Source: an optimization exercise on an open RTL-to-GDS flow (aim: small area and a short achievable clock period). Production flows keep margins and buffers that such runs may drop. In this exercise RTL edits were held to simulation tests only and were not proved equivalent to the original. Power is estimated from default activity; no workload was simulated.

==> inputs of run a <==
## mcdf
module mcdf(
  input clk_i,
  input rstn_i,
  input [1:0]  cmd_i,
  input [8-1:0] cmd_addr_i,
  input [32-1:0] cmd_data_i,
  output[32-1:0] cmd_data_o,
  input [31:0] ch0_data_i,
  input  ch0_vld_i,
  input [31:0] ch1_data_i,
  input  ch1_vld_i,
  input [31:0] ch2_data_i,
  input  ch2_vld_i,
  output  ch0_ready_o,
  output  ch1_ready_o,
  output  ch2_ready_o,
  input  fmt_grant_i,
  output [1:0] fmt_chid_o,
  output fmt_req_o,
  output [5:0]  fmt_length_o,
  output [31:0] fmt_data_o,
  output fmt_start_o,
  output fmt_end_o );
==> module mcdf_chan, before the edit <==
module mcdf_chan (
  input             clk_i,
  input             rstn_i,
  input      [31:0] data_i,
  input             vld_i,
  input             en_next_i,    
  input             pop_req_i,    
  input             sel_next_i,   
  output            ready_o,
  output     [5:0]  free_o,       
  output            empty_o,
  output reg        val_o,        
  output reg [31:0] rdata_o       
);
reg [31:0] mem [0:31];
reg [3:0]  wlo_r;      
reg [7:0]  whi_r;
reg [3:0]  rlo_r;      
reg [7:0]  rhi_r;
reg [31:0] rs_r;       
reg [5:0]  lag_r;      
reg        push_r;     
reg        pop_r;
reg        full_r;
reg        empty_r;
reg  nrdy_r;           
assign ready_o = ~nrdy_r;
wire push = vld_i & ~nrdy_r;
integer k;
wire pop  = pop_req_i & ~empty_r;
wire [5:0] free = lag_r - {5'd0, push_r} + {5'd0, pop_r};
wire       f1 = (free == 6'd1);
wire       e1 = (free == 6'd31);
wire       full_nx  = ~pop & (full_r | (push & f1));
wire       empty_nx = ~push & (empty_r | (pop & e1));
wire [3:0] rlo_nx = pop ? {rlo_r[2:0], rlo_r[3]} : rlo_r;
wire [7:0] rhi_nx = (pop & rlo_r[3]) ? {rhi_r[6:0], rhi_r[7]} : rhi_r;
always @(posedge clk_i or negedge rstn_i) begin
  if (!rstn_i) begin
    wlo_r   <= 4'b0001;
    whi_r   <= 8'b0000_0001;
    rlo_r   <= 4'b0001;
    rhi_r   <= 8'b0000_0001;
    rs_r    <= 32'd0;
    lag_r   <= 6'd32;
    push_r  <= 1'b0;
    pop_r   <= 1'b0;
    full_r  <= 1'b0;
    empty_r <= 1'b1;
    nrdy_r  <= 1'b0;
    val_o   <= 1'b0;
  end else begin
    if (push) begin
      wlo_r <= {wlo_r[2:0], wlo_r[3]};
      if (wlo_r[3]) whi_r <= {whi_r[6:0], whi_r[7]};
    end
    rlo_r   <= rlo_nx;
    rhi_r   <= rhi_nx;
    for (k = 0; k < 32; k = k + 1)
      rs_r[k] <= sel_next_i & rlo_nx[k % 4] & rhi_nx[k / 4];
    lag_r   <= free;
    push_r  <= push;
    pop_r   <= pop;
    full_r  <= full_nx;
    empty_r <= empty_nx;
    nrdy_r  <= ~en_next_i | full_nx;
    val_o   <= pop;
  end
end
always @(posedge clk_i) begin
  for (k = 0; k < 32; k = k + 1)
    if (~full_r & wlo_r[k % 4] & whi_r[k / 4]) mem[k] <= data_i;
end
reg [31:0] rd;
always @(*) begin
  rd = 32'd0;
  for (k = 0; k < 32; k = k + 1)
    rd = rd | (mem[k] & {32{rs_r[k]}});
end
always @(posedge clk_i) rdata_o <= rd;
assign free_o  = free;
assign empty_o = empty_r;
endmodule
Settings: LEC_CHECK=0, CAP_MARGIN=20, CORE_MARGIN=2, CORE_UTILIZATION=55, CTS_CLUSTER_DIAMETER=100, CTS_CLUSTER_SIZE=20, PLACE_DENSITY=0.65, SETUP_SLACK_MARGIN=4.8, SLEW_MARGIN=20; clock period 8.0 ns.
run.sh (not shown) runs the stock make flow with config.mk's settings and CLKGATE_MAP_FILE= SYNTH_SCRIPT=/design/flow/synth_recipe.tcl, a recipe that flattens the netlist after the stock synthesis.
==> inputs of run b, as changes to run a <==
--- a/flow/config.mk
+++ b/flow/config.mk
@@ -8,8 +8,7 @@
 export CAP_MARGIN = 20
 export CORE_MARGIN = 2
-export CORE_UTILIZATION = 55
-export CTS_CLUSTER_DIAMETER = 100
+export CORE_UTILIZATION = 50
+export CTS_CLUSTER_DIAMETER = 50
 export CTS_CLUSTER_SIZE = 20
-export PLACE_DENSITY = 0.65
 export SETUP_SLACK_MARGIN = 4.8
 export SLEW_MARGIN = 20
==> inputs of run c, as changes to run a <==
--- a/flow/design.v
+++ b/flow/design.v
@@ -18,5 +18,5 @@
 reg [3:0]  rlo_r;      
 reg [7:0]  rhi_r;
-reg [31:0] rs_r;       
+reg [7:0]  rhs_r;      
 reg [5:0]  lag_r;      
 reg        push_r;     
@@ -27,5 +27,4 @@
 assign ready_o = ~nrdy_r;
 wire push = vld_i & ~nrdy_r;
-integer k;
 wire pop  = pop_req_i & ~empty_r;
 wire [5:0] free = lag_r - {5'd0, push_r} + {5'd0, pop_r};
@@ -42,5 +41,5 @@
     rlo_r   <= 4'b0001;
     rhi_r   <= 8'b0000_0001;
-    rs_r    <= 32'd0;
+    rhs_r   <= 8'b0000_0000;
     lag_r   <= 6'd32;
     push_r  <= 1'b0;
@@ -57,6 +56,5 @@
     rlo_r   <= rlo_nx;
     rhi_r   <= rhi_nx;
-    for (k = 0; k < 32; k = k + 1)
-      rs_r[k] <= sel_next_i & rlo_nx[k % 4] & rhi_nx[k / 4];
+    rhs_r   <= rhi_nx & {8{sel_next_i}};
     lag_r   <= free;
     push_r  <= push;
@@ -68,4 +66,5 @@
   end
 end
+integer k;
 always @(posedge clk_i) begin
   for (k = 0; k < 32; k = k + 1)
@@ -76,5 +75,5 @@
   rd = 32'd0;
   for (k = 0; k < 32; k = k + 1)
-    rd = rd | (mem[k] & {32{rs_r[k]}});
+    rd = rd | (mem[k] & {32{rlo_r[k % 4] & rhs_r[k / 4]}});
 end
 always @(posedge clk_i) rdata_o <= rd;
--- a/flow/config.mk
+++ b/flow/config.mk
@@ -8,8 +8,7 @@
 export CAP_MARGIN = 20
 export CORE_MARGIN = 2
-export CORE_UTILIZATION = 55
+export CORE_UTILIZATION = 50
 export CTS_CLUSTER_DIAMETER = 100
 export CTS_CLUSTER_SIZE = 20
-export PLACE_DENSITY = 0.65
 export SETUP_SLACK_MARGIN = 4.8
 export SLEW_MARGIN = 20
==> inputs of run d, as changes to run a <==
--- a/flow/config.mk
+++ b/flow/config.mk
@@ -8,8 +8,7 @@
 export CAP_MARGIN = 20
 export CORE_MARGIN = 2
-export CORE_UTILIZATION = 55
+export CORE_UTILIZATION = 50
 export CTS_CLUSTER_DIAMETER = 100
 export CTS_CLUSTER_SIZE = 20
-export PLACE_DENSITY = 0.65
 export SETUP_SLACK_MARGIN = 4.8
 export SLEW_MARGIN = 20
==> run summary <==
Upper clock frequency limit: run d 0.3093 GHz; run c 0.2995 GHz; run b 0.3059 GHz; run a 0.3148 GHz
Iteration-0 DRC Markers: run d 13761; run c 13451; run b 13612; run a 14737
Total power after layout: run d 0.05226 W; run c 0.04982 W; run b 0.05958 W; run a 0.05201 W
Number of filler cells placed in the layout: run d 23762; run c 24273; run b 23023; run a 20202
Period utilization: run d 40.41%; run c 41.73%; run b 40.86%; run a 39.70%
Clock-cell share: run d 4.426%; run c 4.379%; run b 8.255%; run a 4.421%
Final standard cell count with taps included and fillers excluded: run d 12617; run c 12830; run b 13013; run a 12269
Area of all sequential standard cells: run d 135300 sq um; run c 133400 sq um; run b 135300 sq um; run a 135300 sq um
Number of sequential cells in the layout: run d 4579; run c 4507; run b 4579; run a 4579
Number of global-route vias before repair: run d 78636; run c 80666; run b 80178; run a 78468
Post-synth design cell area: run d 158600 sq um; run c 159300 sq um; run b 158600 sq um; run a 158600 sq um
Startpoint of the worst-slack reg-to-reg timing path: run d sel_r[1]; run c chan0.rlo_r[1]; run b sel_r[0]; run a sel_r[1]
Status: run d no timing/DRC/antenna violations; run c no timing/DRC/antenna violations; run b no timing/DRC/antenna violations; run a no timing/DRC/antenna violations
Combinational power: run d 0.00573 W; run c 0.00447 W; run b 0.00579 W; run a 0.00560 W
Placed Cells incl. Taps: run d 12146; run c 12344; run b 12146; run a 11781
Post-DP HPWL: run d 217.3 mm; run c 223.5 mm; run b 217.3 mm; run a 212.7 mm
Placed instance area: run d 165800 sq um; run c 165900 sq um; run b 165800 sq um; run a 165300 sq um

static timing again, ports no longer ideal:
The results above use ideal ports. As a check the final layouts listed here were re-extracted and re-timed, cells and wires unchanged. Step 1 (the two cells are an assumption about what drives the block):
set clk [get_ports {clk_i}]
set_driving_cell -lib_cell sky130_fd_sc_hd__clkbuf_16 $clk
set_driving_cell -lib_cell sky130_fd_sc_hd__buf_2 [delete_from_list [all_inputs] $clk]
Step 2 times the ports against the registers' clock, not the clock port: input delays grow and output delays shrink by t, the midpoint of the rising clock arrivals with the driver on. Three values: ideal, step 1, step 2; two values: the first two.
run | t, ns | setup WS [ns] | worst setup path at the end | latest minus earliest clock arrival (ns)
run a | 1.017 | 4.824 / 4.719 / 3.888 | input to register | 0.065 / 0.066
run b | 1.101 | 4.731 / 4.609 / 3.827 | input to register | 0.088 / 0.089
run c | 1.019 | 4.662 / 4.549 / 3.840 | input to register | 0.068 / 0.067
run d | 1.032 | 4.767 / 4.655 / 3.782 | input to register | 0.056 / 0.056
After both steps every run listed still meets setup and hold. The setup slack of run d, which loses most, moves by -0.112 ns with the drivers and by -0.985 ns with both steps.
